This is an optimization exercise on Yosys and OpenROAD, whose aim is small area, a short achievable clock period and few clock cycles, not a production implementation.
Only simulation tests tie the RTL to the original design; equivalence was not proved.
Power figures rest on the tool's default switching activity, not on a simulated workload.

Setup of the reference run:
// spu
module spu(
input  clk,
input  rst,
input  start,
output stop,
input   [15:0] im_r_data,
output  [7:0]  im_addr,
output  [7:0] dm_addr,
output  dm_wr,
input  [15:0] dm_r_data,
output [15:0] dm_w_data
);
localparam [3:0] OP_LOAD  = 4'd0,
                 OP_STORE = 4'd1,
                 OP_ADD   = 4'd2,
                 OP_LOAC  = 4'd3,
                 OP_SUB   = 4'd4,
                 OP_JMPZ  = 4'd5,
                 OP_JUMP  = 4'd6,
                 OP_STOP  = 4'd15;
reg  [7:0]  pc;       
reg         fv;       
reg  [15:0] ir;       
reg         vd;       
reg         stopd;    
reg  [15:0] oha;      
reg  [15:0] ohb;      
reg         lcd;      
reg         fwda;     
reg         fwdb;     
reg  [15:0] a;        
reg  [15:0] b;        
reg         cin;      
reg  [3:0]  rae;      
reg         we_e;     
reg         ld_e;     
reg         st_e;     
reg         jz_e;     
reg  [15:0] rf [0:15];
wire [3:0]  op_f = im_r_data[15:12];
wire [3:0]  op_d = ir[15:12];
wire [16:0] sum17 = {a, 1'b1} + {b, cin};
wire [15:0] alu   = sum17[16:1];
wire [15:0] res   = ld_e ? dm_r_data : alu;
wire        taken = jz_e & (a == 16'd0);
reg rst_q;
always @(posedge clk)
  rst_q <= rst;
wire [15:0] wd   = res & {16{~rst_q}};
wire [15:0] wsel = {16{rst_q}} | ({16{we_e}} & (16'd1 << rae));
always @(posedge clk) begin: rf_write
  integer i;
  for (i = 0; i < 16; i = i + 1)
    rf[i] <= (wd & {16{wsel[i]}}) | (rf[i] & {16{~wsel[i]}});
end
reg  [15:0] rda, rdb;
always @(*) begin: rf_read
  integer i;
  rda = {8'h00, ir[7:0] & {8{lcd}}};
  rdb = 16'd0;
  for (i = 0; i < 16; i = i + 1) begin
    rda = rda | (rf[i] & {16{oha[i]}});
  ...
Size in the first run: roughly 1300 cells after synthesis, ~69 I/O pins.
export LEC_CHECK = 0
export ABC_CLOCK_PERIOD_IN_PS = 2800
export CAP_MARGIN = 20
export CORE_MARGIN = 2
export CORE_UTILIZATION = 40
export CTS_BUF_LIST = sky130_fd_sc_hd__clkbuf_16
export CTS_CLUSTER_DIAMETER = 80
export CTS_CLUSTER_SIZE = 24
export SLEW_MARGIN = 20
create_clock -name core_clock -period 8.0 [get_ports {clk}]
standard.sh (not shown) runs the stock make flow with config.mk's settings and CLKGATE_MAP_FILE= SYNTH_SCRIPT=/design/flow/synth_recipe.tcl, a recipe that flattens the netlist after the stock synthesis.
==> flow/flow/run.sh <==
#!/bin/bash
# Layout flow: the standard ORFS layout (standard.sh, with the standard
# synthesis unchanged), except that the port buffers are plain buf_2 cells
# rather than the delay-cell buffers the resizer picks by default (the
# platform matches cell footprints when resizing, so a delay cell can never
# become a plain buffer later). Every port still gets its own buffer.
# make's full output goes to flow_make.log; each ORFS step writes its own log
# under orfs/logs/.
set -uo pipefail
bash standard.sh "BUFFER_PORTS_ARGS=-buffer_cell sky130_fd_sc_hd__buf_2" SETUP_SLACK_MARGIN=5.35 finish > flow_make.log 2>&1
status=$?
tail -n 40 flow_make.log
exit $status
Both conditions hold for the reference run: the flow ran to the end and the final layout passed the timing, design-rule and antenna checks.
Testbench counts of the reference run, summed over its fixed seeds: cycles 55,329.
Here is what was changed in the inputs of the trial run compared with the reference run.
# the reference run
export LEC_CHECK = 0
export ABC_CLOCK_PERIOD_IN_PS = 2800
export CAP_MARGIN = 20
export CORE_MARGIN = 2
export CORE_UTILIZATION = 40
export CTS_BUF_LIST = sky130_fd_sc_hd__clkbuf_16
export CTS_CLUSTER_DIAMETER = 80
export CTS_CLUSTER_SIZE = 24
export SLEW_MARGIN = 20
create_clock -name core_clock -period 8.0 [get_ports {clk}]
# the trial run
export LEC_CHECK = 0
export ABC_CLOCK_PERIOD_IN_PS = 2800
export CAP_MARGIN = 20
export CORE_MARGIN = 2
export CORE_UTILIZATION = 40
export CTS_BUF_LIST = sky130_fd_sc_hd__clkbuf_8
export CTS_CLUSTER_DIAMETER = 60
export CTS_CLUSTER_SIZE = 16
export SLEW_MARGIN = 20
create_clock -name core_clock -period 8.0 [get_ports {clk}]
--- a/flow/flow/run.sh
+++ b/flow/flow/run.sh
@@ -9,3 +9,3 @@
 set -uo pipefail
-bash standard.sh "BUFFER_PORTS_ARGS=-buffer_cell sky130_fd_sc_hd__buf_2" SETUP_SLACK_MARGIN=5.35 finish > flow_make.log 2>&1
+bash standard.sh "BUFFER_PORTS_ARGS=-buffer_cell sky130_fd_sc_hd__buf_2" SETUP_SLACK_MARGIN=5.6 finish > flow_make.log 2>&1
 status=$?
### Flow results
Between the reference run and the trial run, power increased.
The final reports for the trial run and the reference run show met1 track utilization from global routing higher in the former.
The reference run leaves more setup margin than the trial run.
In the reports for the reference run and the trial run, the larger final-layout clock buffer total belongs to the trial run.
Routed wire in the trial run totals more than in the reference run.
Routability congestion estimate (the trial run vs. the reference run) decreases by a few percent
Changes observed in the trial run relative to the reference run: cell area after layout now sits higher; hold slack went down 0.020 ns; pin slew with the least headroom to its limit now larger; count of non-CTS buffers in the layout increased 72.


spu, a different RTL version from the one above (not shown whole).
Size in the first run: ~1,300 cells after synthesis, about 69 I/O pins, roughly 17,000 um^2 of cells after synthesis.
==> flow/design.v (excerpt) <==
module spu(
input  clk,
input  rst,
input  start,
output stop,
input   [15:0] im_r_data,
output  [7:0]  im_addr,
output  [7:0] dm_addr,
output  dm_wr,
input  [15:0] dm_r_data,
output [15:0] dm_w_data
);
==> flow/config.mk <==
export PLATFORM = sky130hd
export DESIGN_NAME = spu
export DESIGN_NICKNAME = spu
export VERILOG_FILES = /design/flow/design.v
export SDC_FILE = /design/flow/constraint.sdc
export NUM_CORES = 4
export LEC_CHECK = 0
export ABC_CLOCK_PERIOD_IN_PS = 2800
export CAP_MARGIN = 20
export CORE_MARGIN = 2
export CORE_UTILIZATION = 40
export SLEW_MARGIN = 20
==> flow/constraint.sdc <==
create_clock -name core_clock -period 8.0 [get_ports {clk}]
set_input_delay 1.6000 -clock core_clock [delete_from_list [all_inputs] [get_ports {clk}]]
set_output_delay 1.6000 -clock core_clock [all_outputs]
set_load 0.01 [all_outputs]
==> flow/flow/run.sh <==
#!/bin/bash
# Layout flow: the standard ORFS layout (standard.sh, with the standard
# synthesis unchanged), except that the port buffers are plain buf_2 cells
# rather than the delay-cell buffers the resizer picks by default (the
# platform matches cell footprints when resizing, so a delay cell can never
# become a plain buffer later). Every port still gets its own buffer.
# make's full output goes to flow_make.log; each ORFS step writes its own log
# under orfs/logs/.
set -uo pipefail
bash standard.sh "BUFFER_PORTS_ARGS=-buffer_cell sky130_fd_sc_hd__buf_2" SETUP_SLACK_MARGIN=5.3 finish > flow_make.log 2>&1
status=$?
tail -n 40 flow_make.log
exit $status
Testbench counts at the start, summed over its fixed seeds: cycles 54,590.
Then changed:
--- a/flow/flow/run.sh
+++ b/flow/flow/run.sh
@@ -9,3 +9,3 @@
 set -uo pipefail
-bash standard.sh "BUFFER_PORTS_ARGS=-buffer_cell sky130_fd_sc_hd__buf_2" SETUP_SLACK_MARGIN=5.3 finish > flow_make.log 2>&1
+bash standard.sh "BUFFER_PORTS_ARGS=-buffer_cell sky130_fd_sc_hd__buf_2" finish > flow_make.log 2>&1
 status=$?
Settings changed: SETUP_SLACK_MARGIN set to 5.
Outcome:
- The changed run finished with timing, DRC and antenna clean
- hold slack is about the same
- wire length fell by 2.8%
- non-clock buffer count falls by 38
- fmax decreases by 4.0%
- cell count decreases by about 2%
- sequential cell count does not change
- sequential power barely changes
- register-to-register slack got worse by 190 ps
- clock-buffer cell count drops by 4
- synthesized cell count is unchanged
Then changed:
==> flow/flow/run.sh (replaced) <==
#!/bin/bash
set -uo pipefail
bash standard.sh SETUP_SLACK_MARGIN=5.6 finish > flow_make.log 2>&1
status=$?
tail -n 40 flow_make.log
exit $status
Settings changed: SETUP_SLACK_MARGIN 5 to unset.
Effect: Worst hold slack degrades by 9.3 ps; combinational power came out higher by well over a third; utilization came out higher by 6.0 points; routed wire length came out higher by a few percent; final area came out higher by roughly a tenth; cell count came out higher by a few percent; sequential power hardly moves; power came out higher by a few percent; critical path depth came out higher by 1; setup slack improves by 93 ps.
Then changed:
==> flow/run.sh (new file) <==
#!/bin/bash
# synth_recipe.tcl (not shown) runs the flow's synth.tcl, then flattens the netlist and writes it again
# the make line also repeats each setting of config.mk as NAME=value (left out here)
make -C /OpenROAD-flow-scripts/flow DESIGN_CONFIG=/design/flow/config.mk WORK_HOME=/design/flow/orfs CLKGATE_MAP_FILE= SYNTH_SCRIPT=/design/flow/synth_recipe.tcl finish
Settings changed: SETUP_SLACK_MARGIN set to 5.
removed: flow/flow/run.sh
removed: flow/standard.sh
The new run ran to the end with no violations.
Combinational power falls by a quarter to a third.
Routed wire length came out lower by a few percent.
Synthesized cell count is unchanged.
Setup slack got worse by 130 ps.
Sequential cell count does not change.
Die area does not change.
Design area decreases by roughly a tenth.
First-iteration DRC count drops by a little under a tenth.
Via count goes down by a few percent.
Core utilization is lower by 5.5 points.


Another version of the RTL of spu (not shown whole).
Size in the first run: about 1,900 cells after synthesis, about 360 flip-flops, roughly 69 I/O pins, roughly 0.018 mm^2 of cells after synthesis.
export LEC_CHECK = 0
export ABC_AREA = 1
export CAP_MARGIN = 20
export CORE_MARGIN = 2
export CORE_UTILIZATION = 40
export CTS_BUF_LIST = sky130_fd_sc_hd__clkbuf_8
export CTS_CLUSTER_DIAMETER = 60
export CTS_CLUSTER_SIZE = 16
export SETUP_SLACK_MARGIN = 5
export SLEW_MARGIN = 20
create_clock -name core_clock -period 8.0 [get_ports {clk}]
==> flow/flow/run.sh <==
#!/bin/bash
# Layout flow: the standard ORFS layout (standard.sh, with the standard
# synthesis unchanged), except that the port buffers are plain buf_2 cells
# rather than the delay-cell buffers the resizer picks by default (the
# platform matches cell footprints when resizing, so a delay cell can never
# become a plain buffer later). Every port still gets its own buffer.
# make's full output goes to flow_make.log; each ORFS step writes its own log
# under orfs/logs/.
set -uo pipefail
bash standard.sh "BUFFER_PORTS_ARGS=-buffer_cell sky130_fd_sc_hd__buf_2" finish > flow_make.log 2>&1
status=$?
tail -n 40 flow_make.log
exit $status
Testbench counts at the start, summed over its fixed seeds: cycles 54,590.
Change:
--- a/flow/config.mk
+++ b/flow/config.mk
@@ -6,5 +6,4 @@
 export NUM_CORES = 4
 export LEC_CHECK = 0
-export ABC_AREA = 1
 export CAP_MARGIN = 20
 export CORE_MARGIN = 2
Register-to-register slack is worse by 60 ps.
Clock-buffer cell count is unchanged.
Worst setup slack got worse by 39 ps.
Flip-flop and latch count stays the same.
Wire length fell by 1.7%.
Change:
--- a/flow/config.mk
+++ b/flow/config.mk
@@ -6,7 +6,8 @@
 export NUM_CORES = 4
 export LEC_CHECK = 0
+export ABC_CLOCK_PERIOD_IN_PS = 2800
 export CAP_MARGIN = 20
 export CORE_MARGIN = 2
-export CORE_UTILIZATION = 40
+export CORE_UTILIZATION = 55
 export CTS_BUF_LIST = sky130_fd_sc_hd__clkbuf_8
 export CTS_CLUSTER_DIAMETER = 60
After rerunning: The new run produced a clean layout; non-clock buffer count goes up by 6; setup slack is worse by 81 ps; power goes down slightly; synthesized area does not change; clock power goes down by a few percent; cell area goes down slightly; via count goes up by a few percent; count of clock-buffer cells in the layout goes up by 4; routed wire length goes down slightly; die area goes down by a quarter to a third; utilization goes up by 17 points.
Change:
--- a/flow/config.mk
+++ b/flow/config.mk
@@ -9,5 +9,5 @@
 export CAP_MARGIN = 20
 export CORE_MARGIN = 2
-export CORE_UTILIZATION = 55
+export CORE_UTILIZATION = 40
 export CTS_BUF_LIST = sky130_fd_sc_hd__clkbuf_8
 export CTS_CLUSTER_DIAMETER = 60
The new run passed the timing, design-rule and antenna checks.
Final area came out higher by 0.89%.
Maximum frequency came out higher by 2.7%.
Wire length came out higher by 0.82%.
Worst setup slack gains 81 ps.
Cell count came out higher by 7.4%.
Power came out higher by 1.4%.
Critical path depth came out lower by 1.
Register-to-register slack gains 80 ps.
Synthesized cell count does not change.
Clock power came out higher by about 4%.

-- static timing again, ports no longer ideal --
How much do the figures lean on ideal ports? The routed layouts below were timed once more, with nothing changed but the port constraints.
Step 1 assumes that a clkbuf_16 drives the clock port and a buf_2 every other input.
Step 2 also shifts input and output timing later by t, the mid clock arrival at the registers, as if the neighbouring blocks saw the same clock.
a / b / c = ideal / step 1 / step 2; a / b = the first two.
| run | shift t [ns] | setup WS [ns] | worst setup path after step 2 | worst data-port slew with drivers (ns) |
|---|---|---|---|---|
| the reference run | 0.583 | 5.255 / 5.198 / 4.757 | input to register | 0.07 |
| the trial run | 0.681 | 5.210 / 5.161 / 4.680 | input to register | 0.07 |
| the first run of note 2 | 0.587 | 5.122 / 5.129 / 4.542 | input to register | 0.07 |
| the second run of note 2 | 0.585 | 5.002 / 5.002 / 4.520 | input to register | 0.06 |
| the third run of note 2 | 0.588 | 5.095 / 5.106 / 4.518 | input to register | 0.06 |
| the fourth run of note 2 | 0.585 | 4.967 / 4.976 / 4.415 | input to register | 0.04 |
| the first run of note 3 | 0.681 | 5.048 / 4.997 / 4.600 | input to register | 0.04 |
| the second run of note 3 | 0.693 | 5.009 / 4.969 / 4.521 | input to register | 0.04 |
| the third run of note 3 | 0.655 | 4.928 / 4.928 / 4.541 | input to register | 0.03 |
| the fourth run of note 3 | 0.693 | 5.009 / 4.969 / 4.521 | input to register | 0.04 |
After both steps setup and hold are still met in every run listed. The setup slack of the first run of note 2, which loses most, moves by +0.007 ns with the drivers and by -0.580 ns with both steps.
